Context: an optimization exercise on an open-source flow, tuned for small area, a short achievable clock period and few clock cycles. The choices shown serve that exercise and are no tape-out recipe. At most, simulation tests tie the RTL to the original design; equivalence was not proved. Power and IR drop assume default switching activity.

== before ==
==> module main, before the edit <==
module main(input clk, input rst, input start, input [31:0] n, input [63:0] exponent,
    output ready, output done, output [31:0] prime1
    );
	localparam ITER = 4;
	localparam K    = 36 / ITER;      
	reg st_idle, st_norm, st_dbl, st_n3, st_mul, st_conv, st_fin, st_gcd;
	reg        done_r;
	reg [31:0] a;         
	reg [63:0] er;        
	reg [6:0]  bl;        
	reg [6:0]  cnt;
	reg        first;     
	reg [33:0] v;
	reg [35:0] S, C;      
	reg [ITER-1:0] xb;    
	reg [ITER-1:0] xyl;   
	reg [ITER-1:0] u;     
	reg [33:0] n3;        
	assign ready  = st_idle;
	assign done   = done_r;
	assign prime1 = a;
	reg         cin;      
	wire [35:0] s_nx, c_nx;
	wire        cin_nx;
	modBigNumbers mont (.s(S), .c(C), .cin(cin), .x(xb), .y(v), .xyl(xyl), .u(u), .number(a), .n3(n3),
		.so(s_nx), .co(c_nx), .cout(cin_nx));
	wire [ITER-1:0] u_nx;
	montInv minv (.n(n[ITER-1:0]), .u(u_nx));
	wire [36:0] pa = st_conv ? {1'b0, S} :
	                 st_fin  ? 37'd0 :
	                 st_gcd  ? {1'b0, S} :
	                 st_n3   ? {4'd0, a, 1'b0} : {2'b00, v, 1'b0};
	wire [36:0] pb = st_conv ? {1'b0, C} :
	                 st_fin  ? {1'b1, ~{2'b00, v}} :
	                 st_n3   ? {5'd0, a} : ~{5'd0, a};
	wire        pc = st_conv ? cin : !st_n3;
	wire [37:0] sum2 = {pa, 1'b1} + {pb, pc};
	wire [36:0] sum  = sum2[37:1];
	wire        neg = sum[36];
	wire [33:0] v_dbl  = neg ? {v[32:0], 1'b0} : sum[33:0];
	wire [33:0] v_conv = er[59] ? {sum[32:0], 1'b0} : sum[33:0];
	wire        normdone = er[63] | (bl == 7'd4);
	wire [3:0]  P = er[63:60];
	wire [35:0] vpad = {2'b00, v};
	wire        b_eq_a = (S == {4'd0, a});
	reg  [31:0] mask;
	reg  [6:0]  cnt0;     
	integer     bi;
	always @(*) begin
		mask = 32'd0;
		cnt0 = 7'd36;
		for (bi = 0; bi < 32; bi = bi + 1)
			if (a[bi]) begin
				mask = {32{1'b1}} >> (31 - bi);
				cnt0 = 7'd35 - bi[6:0];
			end
	end
	wire [33:0] v_init = {2'b00, (~a & mask) | 32'd1};
	wire        dbl_now = !first && cnt != 0;
	wire [6:0]  cnt_cur = first ? cnt0 : cnt;
	wire [ITER-1:0] xb_nx = st_conv ? v_conv[ITER-1:0] : st_mul ? vpad[ITER*(cnt+1) +: ITER] : v[ITER-1:0];
	wire [ITER-1:0] yl_nx = st_conv ? v_conv[ITER-1:0] : v[ITER-1:0];
	wire [ITER-1:0] xyl_nx = xb_nx * yl_nx;
	always @(posedge clk) begin
		xb  <= xb_nx;
		xyl <= xyl_nx;
		S   <= 36'd0;
		C   <= 36'd0;
		cin <= 1'b0;
		if (st_fin) S <= sum[35:0];       
		if (st_gcd) begin
			if (!S[0])
				S <= S[1] ? {1'b0, S[35:1]} : {2'b00, S[35:2]};
			else if (neg)                  
				S <= {4'd0, a};
			else
				S <= sum[1] ? sum[36:1] : {1'b0, sum[36:2]};
		end
		if (st_mul) begin
			S   <= s_nx;
			C   <= c_nx;
			cin <= cin_nx;
		end
		if (st_idle) begin
			a   <= n;
			u   <= u_nx;
			er  <= exponent;
			bl  <= 7'd64;
			first <= 1'b1;
		end
		if (st_norm) begin
			first <= 1'b0;
			if (first) begin
				v   <= v_init;
				cnt <= cnt0;
			end
			else if (cnt != 0) begin
				v   <= v_dbl;
				cnt <= cnt - 7'd1;
			end
			if (!normdone) begin
				er <= {er[62:0], 1'b0};
				bl <= bl - 7'd1;
			end
			else begin
				bl  <= bl - 7'd4;
				cnt <= cnt_cur - {6'd0, dbl_now} + {3'b000, P};
			end
		end
		if (st_dbl) begin
			if (cnt != 0) begin
				v   <= v_dbl;
				cnt <= cnt - 7'd1;
			end
		end
		if (st_n3)
			n3  <= sum[33:0];
		if (st_mul) begin
			cnt <= cnt + 7'd1;
		end
		if (st_conv) begin
			v   <= v_conv;
			er  <= {er[62:0], 1'b0};
			bl  <= bl - 7'd1;
			cnt <= 7'd0;
		end
		if (st_gcd && S[0] && !b_eq_a && neg)
			a <= S[31:0];
		done_r <= 1'b0;
		if (rst) begin
			st_idle <= 1'b1;
			st_norm <= 1'b0;
			st_dbl  <= 1'b0;
			st_n3   <= 1'b0;
			st_mul  <= 1'b0;
			st_conv <= 1'b0;
			st_fin  <= 1'b0;
			st_gcd  <= 1'b0;
		end
		else begin
			if (st_idle && start) begin
				st_idle <= 1'b0;
				st_norm <= 1'b1;
			end
			if (st_norm && normdone) begin
				st_norm <= 1'b0;
				st_dbl  <= 1'b1;
			end
			if (st_dbl && cnt[6:1] == 6'd0) begin
				st_dbl <= 1'b0;
				st_n3  <= 1'b1;
			end
			if (st_n3) begin
				st_n3  <= 1'b0;
				if (bl == 0) st_fin <= 1'b1;
				else         st_mul <= 1'b1;
			end
			if (st_mul && cnt == K - 1) begin
				st_mul  <= 1'b0;
				st_conv <= 1'b1;
			end
			if (st_conv) begin
				st_conv <= 1'b0;
				if (bl == 7'd1) st_fin <= 1'b1;
				else            st_mul <= 1'b1;
			end
			if (st_fin) begin
				st_fin <= 1'b0;
				st_gcd <= 1'b1;
			end
			if (st_gcd && S[0] && b_eq_a) begin
				st_gcd  <= 1'b0;
				st_idle <= 1'b1;
				done_r  <= 1'b1;
			end
		end
	end
endmodule
Settings: LEC_CHECK=0, CAP_MARGIN=20, CORE_MARGIN=2, CORE_UTILIZATION=55, SETUP_SLACK_MARGIN=3.5, SLEW_MARGIN=20, SYNTH_MEMORY_MAX_BITS=65536; clock period 8.0 ns.
standard.sh (not shown) runs the stock make flow with config.mk's settings and CLKGATE_MAP_FILE= SYNTH_SCRIPT=/design/flow/synth_recipe.tcl, a recipe that flattens the netlist after the stock synthesis.
==> flow/flow/run.sh <==
#!/bin/bash
set -euo pipefail
export BUFFER_PORTS_ARGS="-buffer_cell sky130_fd_sc_hd__buf_1"
bash standard.sh > standard.log 2>&1
Modified inputs, after compared to before
diff --git a/flow/design.v b/flow/design.v
--- a/flow/design.v
+++ b/flow/design.v
@@ -2145,9 +2145,9 @@
 	                 st_fin  ? 37'd0 :
 	                 st_gcd  ? {1'b0, S} :
-	                 st_n3   ? {4'd0, a, 1'b0} : {2'b00, v, 1'b0};
+	                 st_n3   ? {3'd0, a, 2'b00} : {2'b00, v, 1'b0};
 	wire [36:0] pb = st_conv ? {1'b0, C} :
 	                 st_fin  ? {1'b1, ~{2'b00, v}} :
-	                 st_n3   ? {5'd0, a} : ~{5'd0, a};
-	wire        pc = st_conv ? cin : !st_n3;
+	                 ~{5'd0, a};
+	wire        pc = st_conv ? cin : 1'b1;
 	wire [37:0] sum2 = {pa, 1'b1} + {pb, pc};
 	wire [36:0] sum  = sum2[37:1];
@@ -2165,13 +2165,11 @@
 		mask = 32'd0;
 		cnt0 = 7'd36;
-		for (bi = 0; bi < 32; bi = bi + 1)
-			if (a[bi]) begin
-				mask = {32{1'b1}} >> (31 - bi);
-				cnt0 = 7'd35 - bi[6:0];
-			end
+		for (bi = 0; bi < 32; bi = bi + 1) begin
+			if (a[bi]) mask = {32{1'b1}} >> (31 - bi);
+			if (n[bi]) cnt0 = 7'd35 - bi[6:0];
+		end
 	end
 	wire [33:0] v_init = {2'b00, (~a & mask) | 32'd1};
 	wire        dbl_now = !first && cnt != 0;
-	wire [6:0]  cnt_cur = first ? cnt0 : cnt;
 	wire [ITER-1:0] xb_nx = st_conv ? v_conv[ITER-1:0] : st_mul ? vpad[ITER*(cnt+1) +: ITER] : v[ITER-1:0];
 	wire [ITER-1:0] yl_nx = st_conv ? v_conv[ITER-1:0] : v[ITER-1:0];
@@ -2203,11 +2201,10 @@
 			bl  <= 7'd64;
 			first <= 1'b1;
+			cnt <= cnt0;
 		end
 		if (st_norm) begin
 			first <= 1'b0;
-			if (first) begin
+			if (first)
 				v   <= v_init;
-				cnt <= cnt0;
-			end
 			else if (cnt != 0) begin
 				v   <= v_dbl;
@@ -2220,5 +2217,5 @@
 			else begin
 				bl  <= bl - 7'd4;
-				cnt <= cnt_cur - {6'd0, dbl_now} + {3'b000, P};
+				cnt <= cnt - {6'd0, dbl_now} + {3'b000, P};
 			end
 		end
Results
Portion of the layout cell area used by clock cells across before and after: no real change. Compared with before, after improves total standard cell area after synthesis. Maximum count of clock buffers along a single path came out exactly the same in before and after. All of before and after finish clean. Looking only at total stage count of the critical path, and setting everything else aside, the higher value of before and after goes to before. after vs. before: clock transition at the registers of the reported paths has remained practically unchanged; number of global-route vias before repair shows no meaningful change; average wire per cell in the routed design has increased; synthesized-area fraction occupied by and/or/nand/nor cells down 0.59 points; count of nets after finishing decreased about 2%. after vs. before: switching power went up by about 3%, fraction of area in multi-input gates went down by 0.75 points, number of placement rows went down by about 1.3%, gate count of the mapped netlist went down by 109.
Testbench counts of after, summed over its fixed seeds: cycles 98,636.
No functional check of the RTL was part of before.

re-timing with driven ports:
How much do the figures lean on ideal ports? The routed layouts below were timed once more, with nothing changed but the port constraints.
Step 1 assumes that a clkbuf_16 drives the clock port and a buf_2 every other input.
Step 2 adds t to the input delays and takes it off the output delays; t is the mean of the earliest and latest rising clock arrival at the registers after step 1. Input paths then give back, and output paths get back, about the clock's delay inside the block.
Three values: no drivers, after step 1, after step 2; two values: the first two.
run	shift t [ns]	slack for setup (ns)	pins driven straight from the clock port
before	0.624	3.563 / 3.563 / 3.563	1
after	0.671	3.576 / 3.576 / 3.539	1
After both steps setup and hold are still met in every run listed. For after, which loses most, drivers alone change the setup slack by 0.000 ns; drivers and shift together by -0.037 ns.
